What follows belongs to an exercise in optimizing a design on an open flow for small area and a short achievable clock period; a production flow would make more cautious choices.
The RTL was checked by simulation tests, not by an equivalence proof against the original design.

==> flow/design.v (outline; a module is shown in full before it is edited, if it fits) <==
// module dff_define: 9 lines
// module line: 12 lines
// module counter: 17 lines
// module double_linebuffer: 22 lines
// module kernel: 38 lines
// module fp_mul: 1247 lines
// module fp_add_p: 127 lines
// module fp_add: 127 lines
// module fp_add_relu: 127 lines
// module fp_add0_p: 95 lines
// module fp_add0: 95 lines
// module alu: 36 lines
// module conv2d: 19 lines
module conv2d (clk, reset, valid_in, data_in, kernel_in, load_kernel_done, data_out, valid_out, lf_done);
  // ...
==> flow/flow/run.sh <==
#!/bin/bash
# Own layout flow: the standard flow (standard.sh) on all steps, with
# - a full-adder polarity pass at the start of floorplan (flow/pol.tcl) that
#   removes inverters Yosys's full-adder extraction leaves between adder cells,
# - port buffers of type buf_4 (the default picks a slow delay cell),
# - clock tree synthesis without dummy loads, with 20-sink clusters,
# - timing repair allowed to resize cells across footprints, aimed at a setup
#   target tighter than the 11 ns clock needs, so the achieved period improves.
# Each step's full log stays in orfs/logs/; make's own output goes to make.log.
set -euo pipefail
bash standard.sh MATCH_CELL_FOOTPRINT=0 SETUP_SLACK_MARGIN=7.5 \
  "PRE_FLOORPLAN_TCL=$PWD/flow/pol.tcl" \
  "BUFFER_PORTS_ARGS=-buffer_cell sky130_fd_sc_hd__buf_4" \
  "CTS_ARGS=-sink_clustering_enable -repair_clock_nets -dont_use_dummy_load -sink_clustering_size 20 -sink_clustering_max_diameter 80" \
  finish > make.log 2>&1
==> flow/flow/pol.tcl <==
# Full-adder polarity optimisation.
# Yosys's extract_fa leaves many inverters between full-adder cells. Since
# FA(~a, ~b, ~c) = (~sum, ~cout), a full adder can take the complements of its
# inputs and give the complements of its outputs. This pass flips full adders
# (greedily, while it saves inverters): inputs that came through an inverter are
# connected to the inverter's input instead; outputs that fed only inverters drive
# those inverters' loads directly. The logic function is unchanged.

proc pol_is_inv {inst} {
  set m [[$inst getMaster] getName]
  return [expr {[string match "sky130_fd_sc_hd__inv_*" $m] || [string match "sky130_fd_sc_hd__clkinv_*" $m]}]
}

proc pol_is_fa {inst} {
  return [string match "sky130_fd_sc_hd__fa_*" [[$inst getMaster] getName]]
}

# driver iterm of a net (or "")
proc pol_driver {net} {
  foreach it [$net getITerms] {
    if {[$it isOutputSignal]} { return $it }
  }
  return ""
}

# input (load) iterms of a net
proc pol_loads {net} {
  set l {}
  foreach it [$net getITerms] {
    if {[$it isInputSignal]} { lappend l $it }
  }
  return $l
}

proc pol_inv_in {inv} { return [[$inv findITerm A] getNet] }
proc pol_inv_out {inv} { return [[$inv findITerm Y] getNet] }

# a net that carries ~net: the input of the inverter driving net, or the output
# of an inverter loading net; "" if none
proc pol_complement {net} {
  set d [pol_driver $net]
  if {$d ne "" && [pol_is_inv [$d getInst]]} {
    set n [pol_inv_in [$d getInst]]
    if {$n ne "NULL"} { return $n }
  }
  foreach it [pol_loads $net] {
    set i [$it getInst]
    if {[pol_is_inv $i]} {
      set o [pol_inv_out $i]
      if {$o ne "NULL"} { return $o }
    }
  }
  return ""
}

proc pol_gain {fa} {
  set g 0
  foreach p {A B CIN} {
    set n [[$fa findITerm $p] getNet]
    set d [pol_driver $n]
    if {$d ne "" && [pol_is_inv [$d getInst]]} {
      # connect to the inverter's input; the inverter goes if this was its only load
      set others 0
      foreach it [pol_loads $n] { if {[$it getInst] ne $fa} { incr others } }
      if {$others == 0 && [llength [$n getBTerms]] == 0} { incr g }
    } elseif {[pol_complement $n] eq ""} {
      incr g -1
    }
  }
  foreach p {SUM COUT} {
    set s [[$fa findITerm $p] getNet]
    if {$s eq "NULL"} { continue }
    set rest 0
    foreach it [pol_loads $s] {
      set i [$it getInst]
      if {[pol_is_inv $i] && [llength [[pol_inv_out $i] getBTerms]] == 0} {
        incr g
      } else {
        set rest 1
      }
    }
    if {[llength [$s getBTerms]] > 0} { set rest 1 }
    if {$rest} { incr g -1 }
  }
  return $g
}

proc pol_new_inv {block master from to} {
  global pol_n
  incr pol_n
  set inv [odb::dbInst_create $block $master "pol_inv_$pol_n"]
  [$inv findITerm A] connect $from
  [$inv findITerm Y] connect $to
  return $inv
}

proc pol_new_net {block} {
  global pol_n
  incr pol_n
  return [odb::dbNet_create $block "pol_net_$pol_n"]
}

proc pol_flip {block master fa} {
  # inputs
  foreach p {A B CIN} {
    set it [$fa findITerm $p]
    set n [$it getNet]
    set c [pol_complement $n]
    if {$c eq ""} {
      set c [pol_new_net $block]
      pol_new_inv $block $master $n $c
    }
    $it disconnect
    $it connect $c
  }
  # outputs
  foreach p {SUM COUT} {
    set it [$fa findITerm $p]
    set s [$it getNet]
    if {$s eq "NULL"} { continue }
    set ns [pol_new_net $block]
    $it disconnect
    $it connect $ns
    set rest 0
    foreach lit [pol_loads $s] {
      set i [$lit getInst]
      if {[pol_is_inv $i] && [llength [[pol_inv_out $i] getBTerms]] == 0} {
        set t [pol_inv_out $i]
        foreach l2 [pol_loads $t] {
          $l2 disconnect
          $l2 connect $ns
        }
        odb::dbInst_destroy $i
        odb::dbNet_destroy $t
      } else {
        set rest 1
      }
    }
    if {[llength [$s getBTerms]] > 0} { set rest 1 }
    if {$rest} {
      pol_new_inv $block $master $ns $s
    } else {
      odb::dbNet_destroy $s
    }
  }
}

# remove inverters with no loads
proc pol_sweep {block} {
  set k 0
  set again 1
  while {$again} {
    set again 0
    foreach inst [$block getInsts] {
      if {![pol_is_inv $inst]} { continue }
      set o [pol_inv_out $inst]
      if {$o eq "NULL" || ([llength [pol_loads $o]] == 0 && [llength [$o getBTerms]] == 0)} {
        set a [pol_inv_in $inst]
        odb::dbInst_destroy $inst
        if {$o ne "NULL"} { odb::dbNet_destroy $o }
        incr k
        set again 1
      }
    }
  }
  return $k
}

proc pol_count_inv {block} {
  set k 0
  foreach inst [$block getInsts] { if {[pol_is_inv $inst]} { incr k } }
  return $k
}

proc pol_run {} {
  global pol_n
  set pol_n 0
  set block [ord::get_db_block]
  set master [[ord::get_db] findMaster sky130_fd_sc_hd__inv_1]
  set before [pol_count_inv $block]
  set fas {}
  foreach inst [$block getInsts] { if {[pol_is_fa $inst]} { lappend fas $inst } }
  set flips 0
  for {set pass 0} {$pass < 6} {incr pass} {
    set f 0
    foreach fa $fas {
      if {[pol_gain $fa] > 0} {
        pol_flip $block $master $fa
        incr f
      }
    }
    set swept [pol_sweep $block]
    puts "pol: pass $pass flipped $f full adders, swept $swept inverters, [pol_count_inv $block] inverters"
    incr flips $f
    if {$f == 0} { break }
  }
  puts "pol: inverters $before -> [pol_count_inv $block], $flips flips"
}

pol_run
==> flow/standard.sh <==
#!/bin/bash
# synth_recipe.tcl (not shown) runs the flow's synth.tcl, then flattens the netlist and writes it again
# the make line also repeats each setting of config.mk as NAME=value (left out here)
make -C /OpenROAD-flow-scripts/flow DESIGN_CONFIG=/design/flow/config.mk WORK_HOME=/design/flow/orfs CLKGATE_MAP_FILE= SYNTH_SCRIPT=/design/flow/synth_recipe.tcl "${@:-finish}"
==> flow/config.mk <==
export PLATFORM = sky130hd
export DESIGN_NAME = conv2d
export DESIGN_NICKNAME = conv2d
export VERILOG_FILES = /design/flow/design.v
export SDC_FILE = /design/flow/constraint.sdc
export NUM_CORES = 8
export LEC_CHECK = 0
export ABC_AREA = 1
export CAP_MARGIN = 50
export CORE_MARGIN = 2
export CORE_UTILIZATION = 55
export CTS_CLUSTER_DIAMETER = 80
export CTS_CLUSTER_SIZE = 20
export PLACE_DENSITY = 0.66
export SETUP_SLACK_MARGIN = 5
export SLEW_MARGIN = 65
==> flow/constraint.sdc <==
create_clock -name core_clock -period 11.0 [get_ports {clk}]
set_input_delay 2.2000 -clock core_clock [delete_from_list [all_inputs] [get_ports {clk}]]
set_output_delay 2.2000 -clock core_clock [all_outputs]
set_load 0.01 [all_outputs]
==> results.sh, run 1 <==
export IMPL_critical_path_top_delay_family="flip-flops"
export IMPL_timing_worst_setup_path_type="flip-flop to output port"
export IMPL_largest_reg_flops=2080
export IMPL_seq_cells=5667
export IMPL_crit_path_start="alu1.v[13]"
export IMPL_comb_multi_input_count=25400
export IMPL_htreeDepth=5
export IMPL_status="no timing/DRC/antenna violations"
export IMPL_wl_per_cell_um=25.1
export IMPL_regMostFlops="dblb.lb.stage.d.Q"
export IMPL_vias_per_cell=5.95
export IMPL_top_usage_layer="met2"
export IMPL_io_pins=102
export IMPL_ys_warnings_count=13
export IMPL_port_buffers=100
export IMPL_worst_slew_pin_slew_ns=0.611
export IMPL_fin_util_pct=59.4
export IMPL_multi_input_area_share_pct=49.9
export IMPL_row_count=289
export IMPL_post_place_ws_ns=7.04
export IMPL_synth_area_sq_mm=0.343
export IMPL_grt_use_met2_pct=53.1
export IMPL_setup_tns_ns=0
export IMPL_timing_final_crit_share_pct=33.5
export IMPL_first_iter_violations=29200
export IMPL_critPathBufInv=1
export IMPL_dp_hpwl_um=822000
export IMPL_clk_latency_ns=1.13
export IMPL_reg2reg_slack_ns=7.46
export IMPL_hold_path_end="alu1.add5.C[25]"
export IMPL_use_met3_pct=7.91
export IMPL_endpoint_kind="output port"
export IMPL_final_common_cell="nand2_1"
export IMPL_cpMaxStageDelayCell="dfxtp_2"
export IMPL_min_path_type="flip-flop to flip-flop"
export IMPL_core_sq_mm=0.620
export IMPL_cts_path_max_buffers=4
export IMPL_final_area_sq_mm=0.369
export IMPL_die_h_um=793
==> module conv2d, before the edit <==
module conv2d (clk, reset, valid_in, data_in, kernel_in, load_kernel_done, data_out, valid_out, lf_done);
input clk, reset, valid_in;
input [31:0] data_in, kernel_in;
output load_kernel_done, valid_out;
output [31:0] data_out;
output lf_done;
wire [31:0] w1, w2, w3, w4, w5, w6, w7, w8, w9;
wire [46*9-1:0] k;
wire [31:0] alu_out;
wire win;
reg win_q;
counter cnt(.clk(clk), .reset(reset), .acc(valid_in), .lf_done(lf_done), .win(win));
always @(posedge clk) win_q <= reset & win;
double_linebuffer dblb(.clk(clk), .reset(reset), .valid_in(valid_in), .in(data_in),
	.w1(w1), .w2(w2), .w3(w3), .w4(w4), .w5(w5), .w6(w6), .w7(w7), .w8(w8), .w9(w9));
kernel ker1(.clk(clk), .reset(reset), .kernel_in(kernel_in), .load_kernel_done(load_kernel_done), .k(k));
alu alu1(.clk(clk), .reset(reset), .enable(win_q), .w1(w1), .w2(w2), .w3(w3), .w4(w4), .w5(w5),
	.w6(w6), .w7(w7), .w8(w8), .w9(w9), .k(k), .out(data_out), .valid_out(valid_out));
endmodule
==> inputs of run 2 (changes only) <==
--- a/flow/design.v
+++ b/flow/design.v
@@ -107,3 +107,2 @@
 wire [7:0] e0 = ke + w[30:23] + 8'd129;   
-wire [7:0] e1 = ke + w[30:23] + 8'd130;   
 wire [24:0] x = {2'b01, w[22:0]};
@@ -962,3 +961,3 @@
 reg r_z, r_s;
-reg [7:0] r_e0, r_e1;
+reg [7:0] r_e0;
 reg c0_0;
@@ -1106,3 +1105,2 @@
 	r_e0 <= e0;
-	r_e1 <= e1;
 	c0_0 <= neg0;
@@ -1342,4 +1340,5 @@
 wire [47:0] m = ra + rb;
+wire [7:0] e1s = r_e0 + 8'd1;
 always @(posedge clk)
-	p <= r_z ? 34'd0 : {r_s, m[47] ? r_e1 : r_e0, m[47:23]};
+	p <= r_z ? 34'd0 : {r_s, m[47] ? e1s : r_e0, m[47:23]};
 endmodule
@@ -1960,3 +1959,2 @@
 wire [46*9-1:0] k;
-wire [31:0] alu_out;
 wire win;
==> run 2 against run 1 <==
  * Global-route usage shrank 0.31 points
  * Critical path depth is the same
  * Worst hold slack lost 0.0079 ns
  * Wire length shrank 1.7%
  * Setup slack gained 0.0077 ns
  * Flip-flop and latch count shrank 72
==> results.sh, run 2 <==
export IMPL_ys_warnings_count=13
export IMPL_numClockSinks=5595
export IMPL_cpMaxStageDelayCell="dfxtp_2"
export IMPL_worstPathCellList="buf_6"
export IMPL_cts_root_buf="clkbuf_16"
export IMPL_syn_avg_cell_area_sq_um=9.37
export IMPL_drt_wl_total_um=1100000
export IMPL_htreeDepth=5
export IMPL_n_fill_cell=53200
export IMPL_rsz0062_at_grt="yes"
export IMPL_cts_path_max_buffers=4
export IMPL_core_sq_mm=0.616
export IMPL_grt_usage_pct=34.3
export IMPL_grt_pass1_vias=258000
export IMPL_critPathBufInv=1
export IMPL_dp_hpwl_um=815000
export IMPL_final_common_cell="nand2_1"
export IMPL_setup_tns_ns=0
export IMPL_fin_worst_skew_ns=0.161
export IMPL_min_path_type="flip-flop to flip-flop"
export IMPL_fin_ws_ns=7.32
export IMPL_final_cell_mix="nand2_1, xor2_1, inv_1"
export IMPL_antenna_found_initial=51
export IMPL_place_gp_congestion=0.982
export IMPL_timing_final_crit_share_pct=33.5
export IMPL_setup_viol=0
export IMPL_synth_area_sq_mm=0.340
export IMPL_arrival_ns=1.48
export IMPL_regMostFlops="dblb.lb.stage.d.Q"
export IMPL_clk_latency_ns=1.14
export IMPL_numCtsBuffers=386
export IMPL_synth_cells=36300
export IMPL_die_area_sq_mm=0.625
export IMPL_period_minus_slack_ns=3.68
export IMPL_die_h_um=791
export IMPL_cp_start_kind="flip-flop"
export IMPL_worstPathRequired_ns=8.80
export IMPL_drt_pass1_iterations=9
export IMPL_worst_slew_pin_slew_ns=0.667
export IMPL_syn_nets=40200
export IMPL_grt_ovfl_total=0
export IMPL_cts_tree="yes"
export IMPL_largest_reg_flops=2080
export IMPL_critical_path_peak_fanout=2
export IMPL_slowest_delay_ns=0.33
export IMPL_holdBufCountCts=0
export IMPL_area_delta_synth_final_pct=7.17
export IMPL_first_iter_violations=29700
export IMPL_timing_worst_setup_path_type="flip-flop to output port"
export IMPL_drive_gt1_share_pct=6.48
export IMPL_nets=39900
export IMPL_final_hold_viol_count=0
export IMPL_grt_max_degree=102
export IMPL_drc=0
export IMPL_max_freq_ghz=0.272
export IMPL_post_place_ws_ns=7.14
export IMPL_wl_per_cell_um=25.0
export IMPL_grt_first_pass_wirelength_um=1640000
export IMPL_row_count=288
export IMPL_start_util_pct=55.3
export IMPL_slew_violations=0
export IMPL_port_buffers=100
export IMPL_vias_per_cell=5.94
export IMPL_status="no timing/DRC/antenna violations"
export IMPL_endpoint_kind="output port"
export IMPL_max_cap_violations=0
export IMPL_clkTransAtPathRegs_ns=0.06
export IMPL_top_regs="dblb.lb.stage.d.Q (2080), ker1.kw.d.Q (368), ker1.kw8.Q (46)"
export IMPL_io_pins=102
export IMPL_vias=262000
export IMPL_die_x_um=791
export IMPL_critical_path_top_delay_family="flip-flops"
export IMPL_ant_nets=0
export IMPL_slew_headroom_pct=55.1
export IMPL_holdWs_ns=0.286
## run 2: final timing paths
path,cells after the start,from,slack [ns],endpoint
max,1,ker1.load_kernel_done,7.32,load_kernel_done
max reg2reg,11,ker1.kw[2].d.Q[3],7.41,alu1.mul3.c28_80
min,0,alu1.add3.r_s,0.29,alu1.add3.r_s2
min reg2reg,0,alu1.add3.r_s,0.29,alu1.add3.r_s2
## run 2: metrics by stage
step | util, % | area (sq um) | cells
finish | 59.2 | 365000 | 44100
CTS | 58.7 | 361000 | 43900
floorplan | - | 340000 | 36300
global route | 59.2 | 365000 | 44100
global placement | 56.5 | 348000 | 43300
detailed placement | 56.9 | 350000 | 43400
## run 2: timing repair
item                       in CTS  in global routing
pin swaps                       2                 34
buffers inserted               80                156
gates resized for setup       264                465
gates cloned                    4                 23
setup endpoints to repair     439                577
## run 2: layer usage
metal / share of wire [%] / GRT usage [%] / routed length (um)
met5: 0.030 / 0.0153 / 329
met4: 5.4 / 15.2 / 59600
met3: 9.9 / 7.82 / 109000
met2: 43 / 52.4 / 477000
met1: 41 / 47.1 / 457000
## run 2: area by class of cell
| cell class | count | area (sq um) | area share (%) |
|---|---|---|---|
| repair inverters | 10 | 65.1 | 0.0178 |
| clock buffers | 386 | 9660 | 2.65 |
| inverters | 3921 | 15700 | 4.29 |
| well taps | 8120 | 10200 | 2.79 |
| repair buffers | 895 | 8560 | 2.35 |
| multi-input cells | 25200 | 183000 | 50.2 |
| diodes | 16 | 40.0 | 0.0110 |
| flip-flops and latches | 5595 | 137000 | 37.7 |
==> inputs of run 3 (changes only) <==
--- a/flow/flow/run.sh
+++ b/flow/flow/run.sh
@@ -5,3 +5,3 @@
 # - port buffers of type buf_4 (the default picks a slow delay cell),
-# - clock tree synthesis without dummy loads, with 20-sink clusters,
+# - clock tree synthesis without dummy loads, with 24-sink clusters,
 # - timing repair allowed to resize cells across footprints, aimed at a setup
@@ -13,3 +13,3 @@
   "BUFFER_PORTS_ARGS=-buffer_cell sky130_fd_sc_hd__buf_4" \
-  "CTS_ARGS=-sink_clustering_enable -repair_clock_nets -dont_use_dummy_load -sink_clustering_size 20 -sink_clustering_max_diameter 80" \
+  "CTS_ARGS=-sink_clustering_enable -repair_clock_nets -dont_use_dummy_load -sink_clustering_size 24 -sink_clustering_max_diameter 80" \
   finish > make.log 2>&1
==> run 3 against run 2 <==
  * Still clean
  * Setup slack improved by 0.0077 ns
  * Cell count about the same
  * Synthesized area unchanged
  * Core utilization decreased by 0.11 points
  * Critical path type unchanged
  * Critical endpoint is now data_out[28]
==> results.sh, run 3 <==
export IMPL_status="no timing/DRC/antenna violations"
export IMPL_grt_first_pass_wirelength_um=1630000
export IMPL_syn_nets=40200
export IMPL_timing_final_crit_share_pct=33.4
export IMPL_antenna_found_initial=44
export IMPL_synth_area_sq_mm=0.340
export IMPL_vias_per_cell=5.95
export IMPL_vias=262000
export IMPL_row_count=288
export IMPL_slew_headroom_pct=60.0
export IMPL_max_freq_ghz=0.272
export IMPL_final_cell_mix="nand2_1, xor2_1, inv_1"
export IMPL_slowest_delay_ns=0.33
export IMPL_rr_worst_depth=10
export IMPL_io_pins=102
export IMPL_worstPathCellList="buf_6"
export IMPL_final_hold_viol_count=0
export IMPL_critPathBufInv=1
export IMPL_worst_hold_path_num_cells=0
export IMPL_setup_viol=0
export IMPL_slew_violations=0
export IMPL_final_common_cell="nand2_1"
export IMPL_max_cap_violations=0
export IMPL_hold_path_end="alu1.add10.C[24]"
export IMPL_wl_per_cell_um=25.0
export IMPL_place_gp_congestion=0.982
export IMPL_rsz0062_at_grt="yes"
export IMPL_synth_cells=36300
export IMPL_htreeDepth=5
export IMPL_cts_path_max_buffers=4
export IMPL_endpoint_kind="output port"
export IMPL_drt_pass1_iterations=7
export IMPL_clk_latency_ns=1.13
export IMPL_cp_start_kind="flip-flop"
export IMPL_reg2reg_slack_ns=7.46
export IMPL_regMostFlops="dblb.lb.stage.d.Q"
export IMPL_area_delta_synth_final_pct=6.97
export IMPL_grt_pass1_vias=258000
export IMPL_first_iter_violations=30000
export IMPL_arrival_ns=1.47
export IMPL_dp_hpwl_um=815000
export IMPL_fin_util_pct=59.1
export IMPL_clkTransAtPathRegs_ns=0.09
export IMPL_fin_worst_skew_ns=0.162
export IMPL_largest_reg_flops=2080
export IMPL_critical_path_peak_fanout=1
export IMPL_die_area_sq_mm=0.625
export IMPL_top_regs="dblb.lb.stage.d.Q (2080), ker1.kw.d.Q (368), ker1.kw8.Q (46)"
export IMPL_grt_max_degree=102
export IMPL_core_sq_mm=0.616
export IMPL_r2r_start="ker1.kw[2].d.Q[3]"
export IMPL_critical_path_top_delay_family="flip-flops"
export IMPL_worst_slew_pin_slew_ns=0.600
export IMPL_ys_warnings_count=13
export IMPL_drc=0
export IMPL_syn_avg_cell_area_sq_um=9.37
export IMPL_drt_wl_total_um=1100000
export IMPL_nets=39900
export IMPL_worstPathRequired_ns=8.80
export IMPL_cts_tree="yes"
export IMPL_start_util_pct=55.3
export IMPL_worstReg2RegEnd="alu1.mul3.c26_74"
export IMPL_die_h_um=791
export IMPL_drive_gt1_share_pct=6.41
export IMPL_hold_start="alu1.add10.r_c[24]"
export IMPL_numClockSinks=5595
export IMPL_timing_worst_setup_path_type="flip-flop to output port"
export IMPL_grt_usage_pct=34.3
export IMPL_cpMaxStageDelayCell="dfxtp_2"
export IMPL_cts_root_buf="clkbuf_16"
export IMPL_die_x_um=791
export IMPL_min_path_type="flip-flop to flip-flop"
export IMPL_numCtsBuffers=359
export IMPL_grt_ovfl_total=0
export IMPL_crit_path_start="alu1.add11.C[28]"
export IMPL_ant_nets=0
export IMPL_port_buffers=100
export IMPL_period_minus_slack_ns=3.67
## run 3: worst max path at each step
stage | end | slack, ns | cells after the start
floorplan | dblb.lb.d0.Q[0] | -4.25 | 0
global placement | alu1.add3.C[30] | 6.74 | 17
detailed placement | alu1.mul9.c26_74 | 7.14 | 9
CTS | data_out[29] | 7.23 | 1
global route | data_out[28] | 7.27 | 1
finish | data_out[28] | 7.33 | 1
## run 3: metal layers
metal  GRT usage [%]  vias to the layer above  routed length, um  share of wire (%)
li1                -                   120000                  -                  -
met1            47.0                   126000             458000                 42
met2            52.4                    13300             478000                 43
met3            7.82                     2895             107000                9.8
met4            14.9                       20              57700                5.2
met5          0.0153                        -                147              0.013
## run 3: stage by stage
| step | area [sq um] | setup TNS (ns) | setup slack (ns) | hold slack [ns] | instances |
|---|---|---|---|---|---|
| 6_report | 364000 | 0 | 7.33 | 0.295 | 44100 |
| 5_1_grt | 364000 | 0 | 7.27 | 0.298 | 44100 |
| 4_1_cts | 361000 | 0 | 7.23 | 0.292 | 43800 |
| 3_5_place_dp | 350000 | 0 | 7.14 | 0.312 | 43400 |
| 3_3_place_gp | 348000 | 0 | 6.74 | 0.310 | 43300 |
| 2_1_floorplan | 340000 | -8967.95 | -4.25 | 0.310 | 36300 |
## run 3: what timing repair did
action	CTS	global route
setup buffers	79	177
hold buffers	0	0
hold endpoints to repair	0	0
cloned	7	18
endpoints found under the setup margin	430	560
pin swaps	2	23
resized for setup	262	443
## run 3: layout make-up
class                   count  area, sq um
diodes                     21         52.6
clock buffers             359         8980
fillers                 53300       252000
inverters                3921        15700
multi-input cells       25200       183000
flip-flops and latches   5595       137000
well taps                8120        10200
repair buffers            911         8620
repair inverters            8         55.1

## afterwards: timing with drivers on the ports
Ports are ideal in the flow. The routed layouts listed here were re-timed in OpenROAD. Step 1 assumes that a clkbuf_16 drives the clock port and a buf_2 every other input. Step 2 adds t to the input delays and takes it off the output delays; t is the mean of the earliest and latest rising clock arrival at the registers after step 1. Input paths then give back, and output paths get back, about the clock's delay inside the block. Slacks: ideal / step 1 / step 2; pairs: ideal / step 1.
| run | t, ns | setup WS [ns] | worst slew at a driven data input, ns |
|---|---|---|---|
| run 1 | 1.183 | 7.312 / 7.172 / 7.464 | 0.21 |
| run 2 | 1.200 | 7.320 / 7.184 / 7.415 | 0.16 |
| run 3 | 1.174 | 7.328 / 7.192 / 7.462 | 0.15 |
After both steps setup and hold are still met in every run listed.
